Background: an optimization exercise with open tools, aiming at small area and a short achievable clock period. Do not read the settings as production practice.
Only simulation tests tie the RTL to the original design; equivalence was not proved.
Power figures rest on the tool's default switching activity, not on a simulated workload.

==> flow/design.v <==
`timescale 1ns / 1ps
module sha256_pipe3 ( clk, state, state2, data, hash );
	input clk;
	input [255:0] state, state2;
	input [511:0] data;
	output reg [255:0] hash;
	localparam [31:0] K0 = 32'h428a2f98;
	localparam [31:0] K1 = 32'h71374491;
	localparam [31:0] K2 = 32'hb5c0fbcf;
	function [31:0] f_E0;
		input [31:0] x;
		f_E0 = {x[1:0],x[31:2]} ^ {x[12:0],x[31:13]} ^ {x[21:0],x[31:22]};
	endfunction
	function [31:0] f_E1;
		input [31:0] x;
		f_E1 = {x[5:0],x[31:6]} ^ {x[10:0],x[31:11]} ^ {x[24:0],x[31:25]};
	endfunction
	function [31:0] f_ch;
		input [31:0] x, y, z;
		f_ch = z ^ (x & (y ^ z));
	endfunction
	function [31:0] f_maj;
		input [31:0] x, y, z;
		f_maj = (x & y) | (z & (x | y));
	endfunction
	function [63:0] csa;
		input [31:0] x, y, z;
		begin
			csa[31:0]  = x ^ y ^ z;
			csa[63:32] = {((x[30:0] & y[30:0]) | (z[30:0] & (x[30:0] | y[30:0]))), 1'b0};
		end
	endfunction
	function [63:0] to_pg;
		input [63:0] cs;
		to_pg = {cs[31:0] & cs[63:32], cs[31:0] ^ cs[63:32]};
	endfunction
	function [31:0] add_pg;
		input [63:0] pg;
		reg [31:0] G, P;
		integer i, l;
		begin
			P = pg[31:0];
			G = pg[63:32];
			for (l = 1; l < 32; l = l * 2)
				for (i = 31; i >= 0; i = i - 1)
					if ((i / l) % 2 == 1) begin
						G[i] = G[i] | (P[i] & G[(i / l) * l - 1]);
						P[i] = P[i] & P[(i / l) * l - 1];
					end
			add_pg = pg[31:0] ^ {G[30:0], 1'b0};
		end
	endfunction
	wire [31:0] i_a = state[31:0];
	wire [31:0] i_b = state[63:32];
	wire [31:0] i_c = state[95:64];
	wire [31:0] i_d = state[127:96];
	wire [31:0] i_e = state[159:128];
	wire [31:0] i_f = state[191:160];
	wire [31:0] i_g = state[223:192];
	wire [31:0] i_h = state[255:224];
	wire [31:0] w0 = data[31:0];
	wire [31:0] w1 = data[63:32];
	wire [31:0] w2 = data[95:64];
	wire [31:0] r0_ch = f_ch(i_e, i_f, i_g);
	wire [31:0] r0_s1 = f_E1(i_e);
	wire [63:0] r0_p  = csa(i_h, w0, K0);                           
	wire [63:0] r0_pd = csa(r0_p[31:0], r0_p[63:32], i_d);
	wire [63:0] r0_q  = csa(r0_pd[31:0], r0_pd[63:32], r0_ch);
	wire [63:0] r0_e  = csa(r0_q[31:0], r0_q[63:32], r0_s1);       
	wire [63:0] r0_v  = csa(r0_p[31:0], r0_p[63:32], r0_ch);
	wire [63:0] r0_w  = csa(f_maj(i_a, i_b, i_c), r0_s1, f_E0(i_a));
	wire [63:0] r0_x  = csa(r0_v[31:0], r0_v[63:32], r0_w[31:0]);
	wire [63:0] r0_a  = csa(r0_x[31:0], r0_x[63:32], r0_w[63:32]);  
	reg [31:0] s1_a, s1_b, s1_c, s1_e, s1_f, s1_w2;
	reg [63:0] s1_e1, s1_a1, s1_h1;
	always @(posedge clk) begin
		s1_a  <= i_a;
		s1_b  <= i_b;
		s1_c  <= i_c;
		s1_e  <= i_e;
		s1_f  <= i_f;
		s1_e1 <= to_pg(r0_e);
		s1_a1 <= r0_a;
		s1_h1 <= csa(i_g, w1, K1);
		s1_w2 <= w2;
	end
	reg [31:0] s2_a, s2_b, s2_c, s2_e, s2_f, s2_e1, s2_a1, s2_h1;
	reg [63:0] s2_h2;
	always @(posedge clk) begin
		s2_a  <= s1_a;
		s2_b  <= s1_b;
		s2_c  <= s1_c;
		s2_e  <= s1_e;
		s2_f  <= s1_f;
		s2_e1 <= add_pg(s1_e1);
		s2_a1 <= add_pg(to_pg(s1_a1));
		s2_h1 <= add_pg(to_pg(s1_h1));
		s2_h2 <= csa(s1_f, s1_w2, K2);
	end
	wire [31:0] r1_ch = f_ch(s2_e1, s2_e, s2_f);
	wire [63:0] r1_p  = csa(s2_h1, s2_c, r1_ch);
	wire [63:0] r1_e  = csa(r1_p[31:0], r1_p[63:32], f_E1(s2_e1));
	wire [63:0] r1_q  = csa(s2_h1, r1_ch, f_maj(s2_a1, s2_a, s2_b));
	wire [63:0] r1_u  = csa(f_E1(s2_e1), f_E0(s2_a1), r1_q[31:0]);
	wire [63:0] r1_a  = csa(r1_u[31:0], r1_u[63:32], r1_q[63:32]);
	reg [31:0] s3_a, s3_b, s3_e, s3_e1, s3_a1, s3_h2;
	reg [63:0] s3_e2, s3_a2;
	always @(posedge clk) begin
		s3_a  <= s2_a;
		s3_b  <= s2_b;
		s3_e  <= s2_e;
		s3_e1 <= s2_e1;
		s3_a1 <= s2_a1;
		s3_h2 <= add_pg(to_pg(s2_h2));
		s3_e2 <= to_pg(r1_e);
		s3_a2 <= r1_a;
	end
	reg [31:0] s4_a, s4_b, s4_e, s4_e1, s4_a1, s4_h2, s4_e2, s4_a2;
	always @(posedge clk) begin
		s4_a  <= s3_a;
		s4_b  <= s3_b;
		s4_e  <= s3_e;
		s4_e1 <= s3_e1;
		s4_a1 <= s3_a1;
		s4_h2 <= s3_h2;
		s4_e2 <= add_pg(s3_e2);
		s4_a2 <= add_pg(to_pg(s3_a2));
	end
	wire [31:0] r2_ch = f_ch(s4_e2, s4_e1, s4_e);
	wire [63:0] r2_p  = csa(s4_h2, s4_b, r2_ch);
	wire [63:0] r2_e  = csa(r2_p[31:0], r2_p[63:32], f_E1(s4_e2));
	wire [63:0] r2_q  = csa(s4_h2, r2_ch, f_maj(s4_a2, s4_a1, s4_a));
	wire [63:0] r2_u  = csa(f_E1(s4_e2), f_E0(s4_a2), r2_q[31:0]);
	wire [63:0] r2_a  = csa(r2_u[31:0], r2_u[63:32], r2_q[63:32]);
	reg [31:0] s5_a, s5_e, s5_e1, s5_a1, s5_e2, s5_a2;
	reg [63:0] s5_e3, s5_a3;
	always @(posedge clk) begin
		s5_a  <= s4_a;
		s5_e  <= s4_e;
		s5_e1 <= s4_e1;
		s5_a1 <= s4_a1;
		s5_e2 <= s4_e2;
		s5_a2 <= s4_a2;
		s5_e3 <= r2_e;
		s5_a3 <= r2_a;
	end
	wire [16:0] r2_elo = s5_e3[15:0] + s5_e3[47:32];
	wire [16:0] r2_alo = s5_a3[15:0] + s5_a3[47:32];
	reg [31:0] s6_a, s6_e, s6_e1, s6_a1, s6_e2, s6_a2;
	reg [16:0] s6_e3lo, s6_a3lo;
	reg [31:0] s6_e3hi, s6_a3hi;
	always @(posedge clk) begin
		s6_a  <= s5_a;
		s6_e  <= s5_e;
		s6_e1 <= s5_e1;
		s6_a1 <= s5_a1;
		s6_e2 <= s5_e2;
		s6_a2 <= s5_a2;
		s6_e3lo <= r2_elo;
		s6_a3lo <= r2_alo;
		s6_e3hi <= {s5_e3[63:48], s5_e3[31:16]};
		s6_a3hi <= {s5_a3[63:48], s5_a3[31:16]};
	end
	wire [15:0] r2_ehi = s6_e3hi[15:0] + s6_e3hi[31:16] + s6_e3lo[16];
	wire [15:0] r2_ahi = s6_a3hi[15:0] + s6_a3hi[31:16] + s6_a3lo[16];
	reg [255:0] s7;
	always @(posedge clk)
		s7 <= {s6_e, s6_e1, s6_e2, r2_ehi, s6_e3lo[15:0], s6_a, s6_a1, s6_a2, r2_ahi, s6_a3lo[15:0]};
	always @(posedge clk)
		hash <= s7;
endmodule
==> flow/config.mk <==
export PLATFORM = sky130hd
export DESIGN_NAME = sha256_pipe3
export DESIGN_NICKNAME = sha256_pipe3
export VERILOG_FILES = /design/flow/design.v
export SDC_FILE = /design/flow/constraint.sdc
export NUM_CORES = 4
export LEC_CHECK = 0
export CAP_MARGIN = 20
export CORE_MARGIN = 2
export CORE_UTILIZATION = 40
export CTS_BUF_LIST = sky130_fd_sc_hd__clkbuf_16
export CTS_CLUSTER_DIAMETER = 50
export CTS_CLUSTER_SIZE = 32
export SETUP_SLACK_MARGIN = 1.6
export SLEW_MARGIN = 20
==> flow/constraint.sdc <==
create_clock -name core_clock -period 4.2 [get_ports {clk}]
set_input_delay 0.8400 -clock core_clock [delete_from_list [all_inputs] [get_ports {clk}]]
set_output_delay 0.8400 -clock core_clock [all_outputs]
set_load 0.01 [all_outputs]
standard.sh (not shown) runs the stock make flow with config.mk's settings and CLKGATE_MAP_FILE= SYNTH_SCRIPT=/design/flow/synth_recipe.tcl, a recipe that flattens the netlist after the stock synthesis.
==> flow/flow/run.sh <==
#!/bin/bash
# Standard ORFS flow (standard.sh) with two changes:
#  - synthesis maps the logic with a delay-driven ABC script (flow/map.abc) and does not
#    pre-map adders to full/half-adder cells; registers and names are as in the standard synthesis
#  - port buffers are sky130_fd_sc_hd__buf_2
set -euo pipefail
W=$(pwd)
{
  echo 'proc abc {args} {'
  echo '  set i [lsearch $args -script]'
  echo '  if {$i >= 0} { set args [lreplace $args $i [expr {$i+1}]] }'
  echo "  yosys abc {*}\$args -script $W/flow/map.abc"
  echo '}'
  cat synth_recipe.tcl
} > my_synth.tcl
sed -e "s#SYNTH_SCRIPT=[^ ]*#SYNTH_SCRIPT=$W/my_synth.tcl ADDER_MAP_FILE= MATCH_CELL_FOOTPRINT=0#" standard.sh > my_standard.sh
export BUFFER_PORTS_ARGS="-buffer_cell sky130_fd_sc_hd__buf_2"
bash my_standard.sh > flow_make.log 2>&1
==> flow/flow/map.abc <==
strash
dch
map -D 1500
buffer -p
upsize -D 1500
dnsize -D 1500
The baseline completed without violations.
Then changed:
CTS_CLUSTER_SIZE = 36   (was 32)
SETUP_SLACK_MARGIN = 1.9   (was 1.6)
The new run finished clean.
Sequential power barely changes.
Setup slack gains 240 ps.
Area after synthesis does not change.
Routed wire length rises by 1.9%.
Total power increases by 3.7%.
Non-clock buffer count climbs by 88.
Hold slack improves by 10 ps.
Synthesized cell count does not change.
Clock skew climbs by 13 ps.
Utilization climbs by 1.9 points.
Sequential cell count is unchanged.
Then changed:
CTS_CLUSTER_SIZE = 32   (was 36)
SETUP_SLACK_MARGIN = 1.97   (was 1.9)
Now the flow finished but failed the layout checks on antenna violations. Utilization rises by 1.3 points. Area after synthesis does not change. Wire length goes up slightly.
Then changed:
==> flow/flow/map.abc (replaced) <==
strash
dch
map -D 1700
buffer -p
upsize -D 1700
dnsize -D 1700
SETUP_SLACK_MARGIN = 1.9   (was 1.97)
Effect:
- The changed run completed with no timing, DRC or antenna violations
- final area shrinks by 3.2%
- die area goes down by 1.5%
- clock-buffer cell count came out lower by 1

Setup of job 101:
// sha256_pipe3: RTL as listed in full above, without the edits since
Settings: LEC_CHECK=0, CAP_MARGIN=20, CORE_MARGIN=2, CORE_UTILIZATION=40, CTS_BUF_LIST=sky130_fd_sc_hd__clkbuf_16, CTS_CLUSTER_DIAMETER=50, CTS_CLUSTER_SIZE=32, SETUP_SLACK_MARGIN=1.75, SLEW_MARGIN=20; clock period 4.2 ns.
==> flow/flow/map.abc <==
strash
dch
map -D 1500
buffer -p
upsize -D 1500
dnsize -D 1500
Scripts as last shown in full above: flow/flow/run.sh
## Diff of input files: job 102 against job 101
- a change of SETUP_SLACK_MARGIN from 1.75 to 1.9
==> flow/flow/map.abc <==
strash
dch
map -D 1300
buffer -p
upsize -D 1300
dnsize -D 1300
Findings:
- Compared job 102 against job 101; power density over the cells within noise.
- Summary — global-route usage, job 102 relative to job 101: higher, by 3.2 points.
- Compared with job 101, job 102 shows a higher via count.
- Job 102 ended up with a higher synthesized netlist net count than job 101 did.
- Between job 101 and job 102, the flow reports horizontal extent of the die increasing slightly.
- Looking at final core area utilization, job 102 sits 1.1 points higher than job 101 does.
- In the reports for job 102 and job 101, the larger logic depth of the worst setup path including buffers belongs to job 102.
Modified inputs, job 103 compared to job 102
- changing SETUP_SLACK_MARGIN from 1.9 to 2.05
==> flow/flow/map.abc <==
strash
dch
map -D 1500
buffer -p
upsize -D 1500
dnsize -D 1500
==> results.txt <==
Sort job 103 and job 102 by synthesized netlist net count asc -> top: job 103
Taking job 102 as the reference, in job 103 starting density of the core roughly the same, maximum clock frequency ~0 delta, TritonCTS buffer count moved down, final cell count fell by about 3%.
Changes observed in job 103 relative to job 102: overall fraction of global-route tracks in use has decreased, routed wire length decreased about 10%, first-pass GRT wire length saw a decrease.
Looking at simple logic cell fraction of the synthesized area, job 103 sits 1.7 points below job 102.
Diff job 102 -> job 103: post-route standard cell area excluding fillers increased by 0.0038 mm2 relative to the old numbers, horizontal die dimension now smaller.
Job 103 vs job 102, master of the slowest instance on the critical path: sky130_fd_sc_hd__dfxtp_2 vs sky130_fd_sc_hd__xor2_2
diff inputs: job 103 => job 104
- SETUP_SLACK_MARGIN now 1.9, was 2.05
Notes after the runs:
- From job 103 to job 104 the numbers moved as follows: part of the cycle the worst path needs now sits lower; power dissipated in combinational cells fell by about 12%; fraction of area in registers +2.3 points; total routed wirelength shows a reduction of about 2%.
- Of the two values seen for end point of the critical path, s2_h1[19] was produced by job 103 and s2_h1[29] by job 104.
- Diff job 103 -> job 104: smallest setup slack after layout climbed 0.051 ns; utilization fell by 2.7 points; overall power after layout decreased about 6%; first-pass GRT wire length -0.71%; final non-filler cell total decreased 173.

== alpha ==
Another version of the RTL of sha256_pipe3 (not shown whole).
For scale: about 2,300 flip-flops, roughly 1,300 I/O pins, about 77,000 um^2 of cells after synthesis.
Settings: LEC_CHECK=0, CAP_MARGIN=20, CORE_MARGIN=2, CORE_UTILIZATION=40, SLEW_MARGIN=20; clock period 4.2 ns.
run.sh (not shown) runs the stock make flow with config.mk's settings and CLKGATE_MAP_FILE= SYNTH_SCRIPT=/design/flow/synth_recipe.tcl, a recipe that flattens the netlist after the stock synthesis.
Stock flow here: none of the scripts above is used.
Here is what was changed in the inputs of beta compared with alpha.
Settings: CTS_BUF_LIST newly set to sky130_fd_sc_hd__clkbuf_8; CTS_CLUSTER_DIAMETER newly set to 45; CTS_CLUSTER_SIZE newly set to 20; SETUP_SLACK_MARGIN newly set to 1.9.
==> flow/flow/run.sh (new file) <==
#!/bin/bash
# Standard ORFS flow (standard.sh) with two changes:
#  - synthesis maps the logic with a delay-driven ABC script (flow/map.abc) and does not
#    pre-map adders to full/half-adder cells; registers and names are as in the standard synthesis
#  - port buffers are sky130_fd_sc_hd__buf_2
set -euo pipefail
W=$(pwd)
{
  echo 'proc abc {args} {'
  echo '  set i [lsearch $args -script]'
  echo '  if {$i >= 0} { set args [lreplace $args $i [expr {$i+1}]] }'
  echo "  yosys abc {*}\$args -script $W/flow/map.abc"
  echo '}'
  cat synth_recipe.tcl
} > my_synth.tcl
sed -e "s#SYNTH_SCRIPT=[^ ]*#SYNTH_SCRIPT=$W/my_synth.tcl ADDER_MAP_FILE= MATCH_CELL_FOOTPRINT=0#" standard.sh > my_standard.sh
export BUFFER_PORTS_ARGS="-buffer_cell sky130_fd_sc_hd__buf_2"
bash my_standard.sh > flow_make.log 2>&1
==> flow/flow/map.abc (new file) <==
strash
dch
map -D 1500
buffer -p
upsize -D 1500
dnsize -D 1500
==> flow/standard.sh (new file) <==
#!/bin/bash
# synth_recipe.tcl (not shown) runs the flow's synth.tcl, then flattens the netlist and writes it again
# the make line also repeats each setting of config.mk as NAME=value (left out here)
make -C /OpenROAD-flow-scripts/flow DESIGN_CONFIG=/design/flow/config.mk WORK_HOME=/design/flow/orfs CLKGATE_MAP_FILE= SYNTH_SCRIPT=/design/flow/synth_recipe.tcl "${@:-finish}"
removed: flow/run.sh
==> results.txt <==
beta ran to completion and came out clean on the timing, DRC and antenna checks. On layout clock buffer count, the lower figure sits with beta, not alpha. Worst hold slack delta for beta relative to alpha: 200 ps lower. Re routed wire length: beta is 57,000 um up on alpha. beta vs alpha on switching power: beta is the higher one. On clock latency on the worst-skew pair: between beta and alpha, it ends up higher for beta. s1_h2[29] as the endpoint of the worst setup timing path was reported by alpha, and s6_a3[29] by beta. Diff alpha -> beta: achievable frequency went up by 150 MHz; number of nets in the finished design increased 27%.
Changes in gamma relative to beta:
Settings: CTS_BUF_LIST: sky130_fd_sc_hd__clkbuf_8 -> unset; PLACE_DENSITY: unset -> 0.75; CTS_CLUSTER_DIAMETER: 45 -> unset; CTS_CLUSTER_SIZE: 20 -> unset; SETUP_SLACK_MARGIN: 1.9 -> 1.8; CORE_UTILIZATION: 40 -> 65.
==> flow/run.sh (new file) <==
#!/bin/bash
# synth_recipe.tcl (not shown) runs the flow's synth.tcl, then flattens the netlist and writes it again
# the make line also repeats each setting of config.mk as NAME=value (left out here)
make -C /OpenROAD-flow-scripts/flow DESIGN_CONFIG=/design/flow/config.mk WORK_HOME=/design/flow/orfs CLKGATE_MAP_FILE= SYNTH_SCRIPT=/design/flow/synth_recipe.tcl finish
removed: flow/flow/run.sh
removed: flow/flow/map.abc
removed: flow/standard.sh
Results
Tool error PPL-0024 stopped gamma during I/O pin placement; no final results.
Comparing beta and gamma, the lower sequential cell area fraction in the yosys report was measured on beta.
Compared with beta, gamma shows mean instance size in the synthesized netlist higher by 41%.
Lower synthesized-area fraction occupied by adder cells was reported by beta, not gamma.
Re die outline height: gamma is 100 um down on beta.
The synthesized netlist cell count number comes out lower for gamma vs beta.
Going from beta to gamma, simple-gate share of the synthesized area decreased 15 points; post-synthesis cell type count increased 27; synthesized area decreased about 4.5%.
Re multiplexer share of the synthesized area: beta and gamma aren't equal, and the lower value belongs to beta.
For net count of the mapped netlist, dividing the value from beta by the value from gamma gives 1.3.
--- input diff gamma..delta ---
Settings: SETUP_SLACK_MARGIN now 1.9, was 1.8; CORE_UTILIZATION now 40, was 65; CTS_CLUSTER_DIAMETER now 45, previously not set; CTS_BUF_LIST now sky130_fd_sc_hd__clkbuf_8, previously not set; PLACE_DENSITY no longer set, was 0.75; CTS_CLUSTER_SIZE now 20, previously not set.
==> flow/flow/run.sh (new file) <==
#!/bin/bash
# Standard ORFS flow (standard.sh) with two changes:
#  - synthesis maps the logic with a delay-driven ABC script (flow/map.abc) and does not
#    pre-map adders to full/half-adder cells; registers and names are as in the standard synthesis
#  - port buffers are sky130_fd_sc_hd__buf_2
set -euo pipefail
W=$(pwd)
{
  echo 'proc abc {args} {'
  echo '  set i [lsearch $args -script]'
  echo '  if {$i >= 0} { set args [lreplace $args $i [expr {$i+1}]] }'
  echo "  yosys abc {*}\$args -script $W/flow/map.abc"
  echo '}'
  cat synth_recipe.tcl
} > my_synth.tcl
sed -e "s#SYNTH_SCRIPT=[^ ]*#SYNTH_SCRIPT=$W/my_synth.tcl ADDER_MAP_FILE= MATCH_CELL_FOOTPRINT=0#" standard.sh > my_standard.sh
export BUFFER_PORTS_ARGS="-buffer_cell sky130_fd_sc_hd__buf_2"
bash my_standard.sh > flow_make.log 2>&1
==> flow/flow/map.abc (new file) <==
strash
dch
map -D 1200
buffer -p
upsize -D 1200
dnsize -D 1200
==> flow/standard.sh (new file) <==
#!/bin/bash
# synth_recipe.tcl (not shown) runs the flow's synth.tcl, then flattens the netlist and writes it again
# the make line also repeats each setting of config.mk as NAME=value (left out here)
make -C /OpenROAD-flow-scripts/flow DESIGN_CONFIG=/design/flow/config.mk WORK_HOME=/design/flow/orfs CLKGATE_MAP_FILE= SYNTH_SCRIPT=/design/flow/synth_recipe.tcl "${@:-finish}"
removed: flow/run.sh
Notes after the runs:
delta | stages: all done | timing, DRC, antenna: all pass. Run status, gamma: aborted in I/O pin placement, error PPL-0024. gamma -> delta: synthesized cell count increased by more than half. Comparing gamma and delta, the higher synthesized area was measured on delta. Compared with gamma, delta shows net count of the mapped netlist that has gone up by more than a quarter.
Relative to delta, the following input files were edited for epsilon:
Settings: changing CTS_BUF_LIST from sky130_fd_sc_hd__clkbuf_8 to sky130_fd_sc_hd__clkbuf_8 sky130_fd_sc_hd__clkbuf_4; changing CTS_CLUSTER_SIZE from 20 to 30; setting PLACE_DENSITY to 0.75 for the first time; changing CORE_UTILIZATION from 40 to 65; changing CTS_CLUSTER_DIAMETER from 45 to 60; changing SETUP_SLACK_MARGIN from 1.9 to 1.8.
==> flow/run.sh (new file) <==
#!/bin/bash
# synth_recipe.tcl (not shown) runs the flow's synth.tcl, then flattens the netlist and writes it again
# the make line also repeats each setting of config.mk as NAME=value (left out here)
make -C /OpenROAD-flow-scripts/flow DESIGN_CONFIG=/design/flow/config.mk WORK_HOME=/design/flow/orfs CLKGATE_MAP_FILE= SYNTH_SCRIPT=/design/flow/synth_recipe.tcl finish
removed: flow/flow/run.sh
removed: flow/flow/map.abc
removed: flow/standard.sh
## What came out
- epsilon vs delta: post-synthesis share of cell area spent on and, or, nand and nor gates down in epsilon
- epsilon did not make it past I/O pin placement, where a tool error ended it.
- epsilon vs. delta: die height fell by about 25%, average cell area after synthesis rose by 48%, area fraction in compound gates after synthesis fell by 4.7 points, share of the synthesized netlist area taken by xor and xnor gates fell by 2.3 points.
- Synthesized cell area is higher on delta
- | synthesized cell count | lower: epsilon |
- Going from delta to epsilon, number of distinct library cells after synthesis increased 17, share of cell area taken by muxes after synthesis increased 1.2 points.

static timing again, ports no longer ideal:
Ports are ideal in the flow. The routed layouts listed here were re-timed in OpenROAD.
Step 1 (the two cells are an assumption about what drives the block):
set clk [get_ports {clk}]
set_driving_cell -lib_cell sky130_fd_sc_hd__clkbuf_16 $clk
set_driving_cell -lib_cell sky130_fd_sc_hd__buf_2 [delete_from_list [all_inputs] $clk]
Step 2, shift: input delay + t, output delay - t, t = (earliest + latest rising clock arrival at the registers) / 2. This alone moves slack from input paths to output paths.
a / b / c = ideal / step 1 / step 2; a / b = the first two.
| run | t, ns | setup slack, ns | worst setup path after step 2 | clock arrival spread, ns | slew at the worst register clock pin (ns) |
|---|---|---|---|---|---|
| the first run of note 1 | 0.937 | 1.640 / 1.640 / 0.955 | input to register | 0.057 / 0.058 | 0.11 / 0.11 |
| the second run of note 1 | 0.940 | 1.885 / 1.881 / 1.063 | input to register | 0.071 / 0.071 | 0.11 / 0.11 |
| the third run of note 1 | 0.940 | 1.845 / 1.845 / 1.113 | input to register | 0.096 / 0.097 | 0.11 / 0.11 |
| the fourth run of note 1 | 0.919 | 1.828 / 1.828 / 1.007 | input to register | 0.067 / 0.067 | 0.11 / 0.11 |
| job 101 | 0.918 | 1.748 / 1.748 / 0.936 | input to register | 0.083 / 0.084 | 0.11 / 0.11 |
| job 102 | 0.947 | 1.826 / 1.826 / 0.988 | input to register | 0.074 / 0.073 | 0.11 / 0.11 |
| job 103 | 0.932 | 1.832 / 1.832 / 1.107 | input to register | 0.062 / 0.061 | 0.11 / 0.11 |
| job 104 | 0.939 | 1.883 / 1.883 / 1.064 | input to register | 0.073 / 0.073 | 0.11 / 0.11 |
| alpha | 0.940 | 0.251 / 0.303 / -0.637 | input to register | 0.054 / 0.054 | 0.07 / 0.07 |
| beta | 1.085 | 1.694 / 1.694 / 0.831 | input to register | 0.071 / 0.070 | 0.11 / 0.11 |
| delta | 1.126 | 1.638 / 1.697 / 0.584 | input to register | 0.067 / 0.067 | 0.12 / 0.12 |
With both steps, setup timing fails in alpha, where it was met with ideal ports. For delta, which loses most, drivers alone change the setup slack by +0.059 ns; drivers and shift together by -1.054 ns.
